This is an optimization exercise on Yosys and OpenROAD, whose aim is small area, a short achievable clock period and few clock cycles, not a production implementation.
At most, simulation tests tie the RTL to the original design; equivalence was not proved.
Power figures rest on the tool's default switching activity, not on a simulated workload.

==> flow/design.v <==
module registers (
	input				axi_clk,
	input		[11:0]	h2f_axi_awid,
	input		[29:0]	h2f_axi_awaddr,
	input				h2f_axi_awvalid,
	output	reg			h2f_axi_awready,
	input		[31:0]	h2f_axi_wdata,
	input		[3:0]	h2f_axi_wstrb,
	input				h2f_axi_wlast,
	input				h2f_axi_wvalid,
	output	reg			h2f_axi_wready,
	output		[11:0]	h2f_axi_bid,
	output		[1:0]	h2f_axi_bresp,
	output	reg			h2f_axi_bvalid,
	input				h2f_axi_bready,
	input		[11:0]	h2f_axi_arid,
	input		[29:0]	h2f_axi_araddr,
	input		[3:0]	h2f_axi_arlen,
	input				h2f_axi_arvalid,
	output	reg			h2f_axi_arready,
	output		[11:0]	h2f_axi_rid,
	output	reg	[31:0]	h2f_axi_rdata,
	output		[1:0]	h2f_axi_rresp,
	output	reg			h2f_axi_rlast,
	output	reg			h2f_axi_rvalid,
	input				h2f_axi_rready,
	input		[31:0]	reg_fpga_rev,
	input				reg_sw1_4,
	input				reg_sw1_3,
	input				reg_sw1_2,
	input				reg_sw1_1,
	output	reg			reg_jp3_4,
	output	reg			reg_jp3_3,
	output	reg			reg_jp3_2,
	output	reg			reg_jp3_1,
	output	reg			reg_led_8,
	output	reg			reg_led_7,
	output	reg			reg_led_6,
	input				reg_led_5,
	output	reg	[20:1]	reg_jp5,
	output	reg	[6:1]	reg_jp4_rxn,
	output	reg	[6:1]	reg_jp4_rxp,
	output	reg	[6:1]	reg_jp4_txn,
	output	reg	[6:1]	reg_jp4_txp,
	input				axi_rst
);
	assign h2f_axi_bresp = 2'b00;
	assign h2f_axi_rresp = 2'b00;
	reg		[11:0]	oid;
	assign h2f_axi_bid = oid;
	assign h2f_axi_rid = oid;
	reg				dir;		 
	reg				wact;		 
	reg				wfirst;		 
	reg				wbuf;		 
	reg				wapply;		 
	reg				bpend;		 
	reg				eng;		 
	reg				eng_new;	 
	reg		[4:0]	addr;		 
	reg		[3:0]	aux;		 
	reg		[11:0]	xid;		 
	reg		[3:0]	esel;		 
	wire aw_hs = h2f_axi_awvalid & h2f_axi_awready;
	wire w_hs  = h2f_axi_wvalid  & h2f_axi_wready;
	wire ar_hs = h2f_axi_arvalid & h2f_axi_arready;
	wire [3:0] hstb = {h2f_axi_rdata[31], h2f_axi_rdata[30], h2f_axi_rdata[23], h2f_axi_rdata[22]};
	wire [31:0] wcap = {h2f_axi_wstrb[3], h2f_axi_wstrb[2], h2f_axi_wdata[29:24],
	                    h2f_axi_wstrb[1], h2f_axi_wstrb[0], h2f_axi_wdata[21:0]};
	wire wk     = w_hs & (wact | aw_hs);		 
	wire lone_w = w_hs & ~wact & ~aw_hs;		 
	wire hb     = wbuf & aw_hs;					 
	wire bgen   = (wk & h2f_axi_wlast) | (hb & aux[0]);
	wire [11:0] bgen_id = aw_hs ? h2f_axi_awid : xid;
	wire ob_free = ~h2f_axi_bvalid | h2f_axi_bready;
	wire wact_n   = (wact | aw_hs) & ~bgen;
	wire wfirst_n = aw_hs ? ~(w_hs | wbuf) : (wfirst & ~w_hs);
	wire wbuf_n   = (wbuf & ~aw_hs) | lone_w;
	wire wapply_n = wk | hb;
	wire bpend_n  = (bpend | bgen) & ~ob_free;
	wire bvalid_n = bgen | bpend | (h2f_axi_bvalid & ~h2f_axi_bready);
	wire out_free = ~h2f_axi_rvalid | h2f_axi_rready;
	wire rload    = (ar_hs | eng) & out_free;		 
	wire [3:0] rrem = eng ? aux : h2f_axi_arlen;
	wire [4:0] rsel = eng ? addr : h2f_axi_araddr[6:2];
	wire [4:0] ra = h2f_axi_araddr[6:2];
	wire [3:0] adec = {ra == 5'd3, ra == 5'd2, ra == 5'd1, ra == 5'd0};
	wire [3:0] sel = eng ? esel : adec;
	wire [4:0] rnext = rsel + 5'd1;
	wire rfirst   = ar_hs | eng_new;
	wire eng_n    = rload ? (rrem != 4'd0) : (eng | ar_hs);
	wire eng_new_n = ~rload & (eng_new | ar_hs);
	wire rvalid_n = rload | (h2f_axi_rvalid & ~h2f_axi_rready);
	wire [31:0] w1 = {12'b0, reg_sw1_4, reg_sw1_3, reg_sw1_2, reg_sw1_1, 4'b0,
	                  reg_jp3_4, reg_jp3_3, reg_jp3_2, reg_jp3_1, 4'b0,
	                  reg_led_8, reg_led_7, reg_led_6, reg_led_5};
	wire [31:0] w2 = {12'b0, reg_jp5};
	wire [31:0] w3 = {2'b0, reg_jp4_rxn, 2'b0, reg_jp4_rxp, 2'b0, reg_jp4_txn, 2'b0, reg_jp4_txp};
	wire [31:0] word = ({32{sel[0]}} & reg_fpga_rev) | ({32{sel[1]}} & w1) |
	                   ({32{sel[2]}} & w2) | ({32{sel[3]}} & w3);
	wire wbusy_n = wact_n | wbuf_n | bpend_n | bvalid_n | wapply_n;
	wire rbusy_n = rvalid_n | eng_n;
	wire wbusy   = wact | wbuf | bpend | h2f_axi_bvalid | wapply;
	wire rbusy   = h2f_axi_rvalid | eng;
	wire dir_n   = wbusy_n ? 1'b0 :
	               rbusy_n ? 1'b1 :
	               wbusy   ? 1'b1 :
	               rbusy   ? 1'b0 :
	               dir     ? ~(h2f_axi_awvalid | h2f_axi_wvalid) :
	                         h2f_axi_arvalid;
	wire widle_n = ~wact_n & ~bpend_n & ~rbusy_n & ~dir_n;
	always @(posedge axi_clk) begin
		if (axi_rst) begin
			dir             <= 1'b0;
			wact            <= 1'b0;
			wfirst          <= 1'b0;
			wbuf            <= 1'b0;
			wapply          <= 1'b0;
			bpend           <= 1'b0;
			eng             <= 1'b0;
			eng_new         <= 1'b0;
			h2f_axi_bvalid  <= 1'b0;
			h2f_axi_rvalid  <= 1'b0;
			h2f_axi_awready <= 1'b0;
			h2f_axi_wready  <= 1'b0;
			h2f_axi_arready <= 1'b0;
		end else begin
			dir             <= dir_n;
			wact            <= wact_n;
			wfirst          <= wfirst_n;
			wbuf            <= wbuf_n;
			wapply          <= wapply_n;
			bpend           <= bpend_n;
			eng             <= eng_n;
			eng_new         <= eng_new_n;
			h2f_axi_bvalid  <= bvalid_n;
			h2f_axi_rvalid  <= rvalid_n;
			h2f_axi_awready <= widle_n;
			h2f_axi_wready  <= wact_n | (widle_n & ~wbuf_n);
			h2f_axi_arready <= ~eng_n & ~wbusy_n & dir_n;
		end
	end
	always @(posedge axi_clk) begin
		if (aw_hs)
			addr <= h2f_axi_awaddr[6:2];
		else if (w_hs & ~wfirst & wact)
			addr <= addr + 5'd1;
		else if (rload)
			addr <= rnext;
		else if (ar_hs)
			addr <= h2f_axi_araddr[6:2];
		if (rload)
			esel <= {rnext == 5'd3, rnext == 5'd2, rnext == 5'd1, rnext == 5'd0};
		else if (ar_hs)
			esel <= adec;
		if (lone_w)
			aux[0] <= h2f_axi_wlast;
		else if (dir)
			aux <= rload ? rrem - 4'd1 : rrem;
		if (aw_hs | (ar_hs & ~out_free) | (bgen & ~ob_free))
			xid <= aw_hs ? h2f_axi_awid : (ar_hs ? h2f_axi_arid : bgen_id);
		if (bgen & ob_free)
			oid <= bgen_id;
		else if (bpend & ob_free)
			oid <= xid;
		else if (rload & rfirst)
			oid <= ar_hs ? h2f_axi_arid : xid;
		if (rload) begin
			h2f_axi_rdata <= word;
			h2f_axi_rlast <= (rrem == 4'd0);
		end else if (w_hs)
			h2f_axi_rdata <= wcap;
	end
	wire wr1 = wapply & (addr == 5'd1);
	wire wr2 = wapply & (addr == 5'd2);
	wire wr3 = wapply & (addr == 5'd3);
	wire [31:0] wdat = h2f_axi_rdata;
	always @(posedge axi_clk) begin
		if (axi_rst) begin
			{reg_jp3_4, reg_jp3_3, reg_jp3_2, reg_jp3_1} <= 4'b0000;
			{reg_led_8, reg_led_7, reg_led_6} <= 3'b111;
			reg_jp5     <= {20{1'b1}};
			reg_jp4_rxn <= {6{1'b1}};
			reg_jp4_rxp <= {6{1'b1}};
			reg_jp4_txn <= {6{1'b1}};
			reg_jp4_txp <= {6{1'b1}};
		end else begin
			if (wr1 & hstb[1]) {reg_jp3_4, reg_jp3_3, reg_jp3_2, reg_jp3_1} <= wdat[11:8];
			if (wr1 & hstb[0]) {reg_led_8, reg_led_7, reg_led_6} <= wdat[3:1];
			if (wr2 & hstb[2]) reg_jp5[20:17] <= wdat[19:16];
			if (wr2 & hstb[1]) reg_jp5[16:9]  <= wdat[15:8];
			if (wr2 & hstb[0]) reg_jp5[8:1]   <= wdat[7:0];
			if (wr3 & hstb[3]) reg_jp4_rxn <= wdat[29:24];
			if (wr3 & hstb[2]) reg_jp4_rxp <= wdat[21:16];
			if (wr3 & hstb[1]) reg_jp4_txn <= wdat[13:8];
			if (wr3 & hstb[0]) reg_jp4_txp <= wdat[5:0];
		end
	end
endmodule
Settings: LEC_CHECK=0, CAP_MARGIN=20, CORE_AREA=10 10 150 150, CTS_BUF_LIST=sky130_fd_sc_hd__clkbuf_8, CTS_CLUSTER_SIZE=40, DIE_AREA=0 0 160 160, PLACE_DENSITY=0.5, SETUP_SLACK_MARGIN=2.0, SLEW_MARGIN=20; clock period 4.0 ns.
standard.sh (not shown) runs the stock make flow with config.mk's settings and CLKGATE_MAP_FILE= SYNTH_SCRIPT=/design/flow/synth_recipe.tcl, a recipe that flattens the netlist after the stock synthesis.
==> flow/flow/run.sh <==
#!/bin/bash
set -euo pipefail
bash standard.sh 'BUFFER_PORTS_ARGS=-buffer_cell sky130_fd_sc_hd__buf_1' finish > make.log 2>&1
The baseline ran to the end with no violations.
Rerun with:
--- a/flow/design.v
+++ b/flow/design.v
@@ -63,16 +63,17 @@
 	reg		[3:0]	esel;		 
 	wire aw_hs = h2f_axi_awvalid & h2f_axi_awready;
 	wire w_hs  = h2f_axi_wvalid  & h2f_axi_wready;
 	wire ar_hs = h2f_axi_arvalid & h2f_axi_arready;
+	wire hs_id = aw_hs | ar_hs;
+	wire [11:0] id_in = dir ? h2f_axi_arid : h2f_axi_awid;
 	wire [3:0] hstb = {h2f_axi_rdata[31], h2f_axi_rdata[30], h2f_axi_rdata[23], h2f_axi_rdata[22]};
 	wire [31:0] wcap = {h2f_axi_wstrb[3], h2f_axi_wstrb[2], h2f_axi_wdata[29:24],
 	                    h2f_axi_wstrb[1], h2f_axi_wstrb[0], h2f_axi_wdata[21:0]};
 	wire wk     = w_hs & (wact | aw_hs);		 
 	wire lone_w = w_hs & ~wact & ~aw_hs;		 
 	wire hb     = wbuf & aw_hs;					 
 	wire bgen   = (wk & h2f_axi_wlast) | (hb & aux[0]);
-	wire [11:0] bgen_id = aw_hs ? h2f_axi_awid : xid;
 	wire ob_free = ~h2f_axi_bvalid | h2f_axi_bready;
 	wire wact_n   = (wact | aw_hs) & ~bgen;
 	wire wfirst_n = aw_hs ? ~(w_hs | wbuf) : (wfirst & ~w_hs);
 	wire wbuf_n   = (wbuf & ~aw_hs) | lone_w;
@@ -156,16 +157,12 @@
 		if (lone_w)
 			aux[0] <= h2f_axi_wlast;
 		else if (dir)
 			aux <= rload ? rrem - 4'd1 : rrem;
-		if (aw_hs | (ar_hs & ~out_free) | (bgen & ~ob_free))
-			xid <= aw_hs ? h2f_axi_awid : (ar_hs ? h2f_axi_arid : bgen_id);
-		if (bgen & ob_free)
-			oid <= bgen_id;
-		else if (bpend & ob_free)
-			oid <= xid;
-		else if (rload & rfirst)
-			oid <= ar_hs ? h2f_axi_arid : xid;
+		if (hs_id)
+			xid <= id_in;
+		if ((bgen | bpend) & ob_free | rload & rfirst)
+			oid <= hs_id ? id_in : xid;
 		if (rload) begin
 			h2f_axi_rdata <= word;
 			h2f_axi_rlast <= (rrem == 4'd0);
 		end else if (w_hs)
@@ -173,27 +170,18 @@
 	end
 	wire wr1 = wapply & (addr == 5'd1);
 	wire wr2 = wapply & (addr == 5'd2);
 	wire wr3 = wapply & (addr == 5'd3);
-	wire [31:0] wdat = h2f_axi_rdata;
+	wire [31:0] wd1 = h2f_axi_rdata | {32{axi_rst}};		 
+	wire [11:8] wd0 = h2f_axi_rdata[11:8] & {4{~axi_rst}};	 
 	always @(posedge axi_clk) begin
-		if (axi_rst) begin
-			{reg_jp3_4, reg_jp3_3, reg_jp3_2, reg_jp3_1} <= 4'b0000;
-			{reg_led_8, reg_led_7, reg_led_6} <= 3'b111;
-			reg_jp5     <= {20{1'b1}};
-			reg_jp4_rxn <= {6{1'b1}};
-			reg_jp4_rxp <= {6{1'b1}};
-			reg_jp4_txn <= {6{1'b1}};
-			reg_jp4_txp <= {6{1'b1}};
-		end else begin
-			if (wr1 & hstb[1]) {reg_jp3_4, reg_jp3_3, reg_jp3_2, reg_jp3_1} <= wdat[11:8];
-			if (wr1 & hstb[0]) {reg_led_8, reg_led_7, reg_led_6} <= wdat[3:1];
-			if (wr2 & hstb[2]) reg_jp5[20:17] <= wdat[19:16];
-			if (wr2 & hstb[1]) reg_jp5[16:9]  <= wdat[15:8];
-			if (wr2 & hstb[0]) reg_jp5[8:1]   <= wdat[7:0];
-			if (wr3 & hstb[3]) reg_jp4_rxn <= wdat[29:24];
-			if (wr3 & hstb[2]) reg_jp4_rxp <= wdat[21:16];
-			if (wr3 & hstb[1]) reg_jp4_txn <= wdat[13:8];
-			if (wr3 & hstb[0]) reg_jp4_txp <= wdat[5:0];
-		end
+		if (wr1 & hstb[1] | axi_rst) {reg_jp3_4, reg_jp3_3, reg_jp3_2, reg_jp3_1} <= wd0[11:8];
+		if (wr1 & hstb[0] | axi_rst) {reg_led_8, reg_led_7, reg_led_6} <= wd1[3:1];
+		if (wr2 & hstb[2] | axi_rst) reg_jp5[20:17] <= wd1[19:16];
+		if (wr2 & hstb[1] | axi_rst) reg_jp5[16:9]  <= wd1[15:8];
+		if (wr2 & hstb[0] | axi_rst) reg_jp5[8:1]   <= wd1[7:0];
+		if (wr3 & hstb[3] | axi_rst) reg_jp4_rxn <= wd1[29:24];
+		if (wr3 & hstb[2] | axi_rst) reg_jp4_rxp <= wd1[21:16];
+		if (wr3 & hstb[1] | axi_rst) reg_jp4_txn <= wd1[13:8];
+		if (wr3 & hstb[0] | axi_rst) reg_jp4_txp <= wd1[5:0];
 	end
 endmodule
Wire length fell by 11%.
Area after synthesis drops by 7.0%.
Non-clock buffer count fell by 3.
Total power went up by 4.7%.
Register-to-register slack loses 0.10 ns.
Via count is lower by 16%.
Clock-buffer cell count is unchanged.
Testbench counts after the change, summed over its fixed seeds: cycles 12,061.
No functional check of the RTL was part of the first run of this note.


Setup of before:
// registers: RTL as listed in full above, without the edits since
==> flow/config.mk <==
export PLATFORM = sky130hd
export DESIGN_NAME = registers
export DESIGN_NICKNAME = registers
export VERILOG_FILES = /design/flow/design.v
export SDC_FILE = /design/flow/constraint.sdc
export NUM_CORES = 4
export LEC_CHECK = 0
export CAP_MARGIN = 20
export CORE_AREA = 10 10 150 150
export DIE_AREA = 0 0 160 160
export PLACE_DENSITY = 0.5
export SETUP_SLACK_MARGIN = 2.0
export SLEW_MARGIN = 20
==> flow/constraint.sdc <==
create_clock -name core_clock -period 4.0 [get_ports {axi_clk}]
set_input_delay 0.8000 -clock core_clock [delete_from_list [all_inputs] [get_ports {axi_clk}]]
set_output_delay 0.8000 -clock core_clock [all_outputs]
set_load 0.01 [all_outputs]
Scripts as last shown in full above: flow/flow/run.sh
The inputs of after differ from those of before as listed below.
-- flow/design.v --
<<< before, line 61
	reg		[3:0]	aux;		 
	reg		[11:0]	xid;		 
	reg		[3:0]	esel;		 
	wire aw_hs = h2f_axi_awvalid & h2f_axi_awready;
	wire w_hs  = h2f_axi_wvalid  & h2f_axi_wready;
>>> after, line 61
	reg		[3:0]	aux;		 
	reg		[11:0]	xid;		 
	wire aw_hs = h2f_axi_awvalid & h2f_axi_awready;
	wire w_hs  = h2f_axi_wvalid  & h2f_axi_wready;
<<< before, line 84
	wire [3:0] rrem = eng ? aux : h2f_axi_arlen;
	wire [4:0] rsel = eng ? addr : h2f_axi_araddr[6:2];
	wire [4:0] ra = h2f_axi_araddr[6:2];
	wire [3:0] adec = {ra == 5'd3, ra == 5'd2, ra == 5'd1, ra == 5'd0};
	wire [3:0] sel = eng ? esel : adec;
	wire [4:0] rnext = rsel + 5'd1;
	wire rfirst   = ar_hs | eng_new;
	wire eng_n    = rload ? (rrem != 4'd0) : (eng | ar_hs);
	wire eng_new_n = ~rload & (eng_new | ar_hs);
	wire rvalid_n = rload | (h2f_axi_rvalid & ~h2f_axi_rready);
	wire [31:0] w1 = {12'b0, reg_sw1_4, reg_sw1_3, reg_sw1_2, reg_sw1_1, 4'b0,
	                  reg_jp3_4, reg_jp3_3, reg_jp3_2, reg_jp3_1, 4'b0,
	                  reg_led_8, reg_led_7, reg_led_6, reg_led_5};
	wire [31:0] w2 = {12'b0, reg_jp5};
	wire [31:0] w3 = {2'b0, reg_jp4_rxn, 2'b0, reg_jp4_rxp, 2'b0, reg_jp4_txn, 2'b0, reg_jp4_txp};
	wire [31:0] word = ({32{sel[0]}} & reg_fpga_rev) | ({32{sel[1]}} & w1) |
	                   ({32{sel[2]}} & w2) | ({32{sel[3]}} & w3);
	wire wbusy_n = wact_n | wbuf_n | bpend_n | bvalid_n | wapply_n;
	wire rbusy_n = rvalid_n | eng_n;
>>> after, line 83
	wire [3:0] rrem = eng ? aux : h2f_axi_arlen;
	wire [4:0] rsel = eng ? addr : h2f_axi_araddr[6:2];
	wire rfirst   = ar_hs | eng_new;
	wire eng_n    = rload ? (rrem != 4'd0) : (eng | ar_hs);
	wire eng_new_n = ~rload & (eng_new | ar_hs);
	wire rvalid_n = rload | (h2f_axi_rvalid & ~h2f_axi_rready);
	reg [31:0] word;
	always @(*) begin
		case (rsel)
			5'd0: word = reg_fpga_rev;
			5'd1: word = {12'b0, reg_sw1_4, reg_sw1_3, reg_sw1_2, reg_sw1_1, 4'b0,
			              reg_jp3_4, reg_jp3_3, reg_jp3_2, reg_jp3_1, 4'b0,
			              reg_led_8, reg_led_7, reg_led_6, reg_led_5};
			5'd2: word = {12'b0, reg_jp5};
			5'd3: word = {2'b0, reg_jp4_rxn, 2'b0, reg_jp4_rxp, 2'b0, reg_jp4_txn, 2'b0, reg_jp4_txp};
			default: word = 32'b0;
		endcase
	end
	wire wbusy_n = wact_n | wbuf_n | bpend_n | bvalid_n | wapply_n;
	wire rbusy_n = rvalid_n | eng_n;
<<< before, line 147
			addr <= addr + 5'd1;
		else if (rload)
			addr <= rnext;
		else if (ar_hs)
			addr <= h2f_axi_araddr[6:2];
		if (rload)
			esel <= {rnext == 5'd3, rnext == 5'd2, rnext == 5'd1, rnext == 5'd0};
		else if (ar_hs)
			esel <= adec;
		if (lone_w)
			aux[0] <= h2f_axi_wlast;
>>> after, line 147
			addr <= addr + 5'd1;
		else if (rload)
			addr <= rsel + 5'd1;
		else if (ar_hs)
			addr <= h2f_axi_araddr[6:2];
		if (lone_w)
			aux[0] <= h2f_axi_wlast;
==> summary.txt <==
In the metrics for after and before, the one carrying the lower area after synthesis is after. after has less setup slack than before. after and before ended up with nearly the same worst hold path cell count. Final design instance area without fill ended up 7.0% lower on after than on before. The higher sequential share of layout area came out of after. Min utilization after layout across after and before: after.
Testbench counts of after, summed over its fixed seeds: cycles 12,061.
The RTL of before was laid out without a check of its function.

==> afterwards: timing with drivers on the ports <==
In the flow no input, the clock included, has a driving cell. The finished layouts below were timed again as built, in two steps.
Step 1 assumes that a clkbuf_16 drives the clock port and a buf_2 every other input.
Step 2, shift: input delay + t, output delay - t, t = (earliest + latest rising clock arrival at the registers) / 2. This alone moves slack from input paths to output paths.
a / b / c = ideal ports / drivers / drivers and shift; a / b = the first two.
run | shift t [ns] | slack for setup (ns) | slew at the worst register clock pin (ns) | pins driven straight from the clock port
the first run of note 1 | 0.502 | 1.985 / 1.968 / 1.466 | 0.09 / 0.09 | 1
the second run of note 1 | 0.479 | 1.934 / 1.905 / 1.426 | 0.09 / 0.09 | 1
before | 0.464 | 1.971 / 1.953 / 1.490 | 0.07 / 0.07 | 1
after | 0.463 | 1.870 / 1.877 / 1.415 | 0.07 / 0.07 | 1
After both steps every run listed still meets setup and hold. The setup slack of the first run of note 1, which loses most, moves by -0.017 ns with the drivers and by -0.519 ns with both steps.
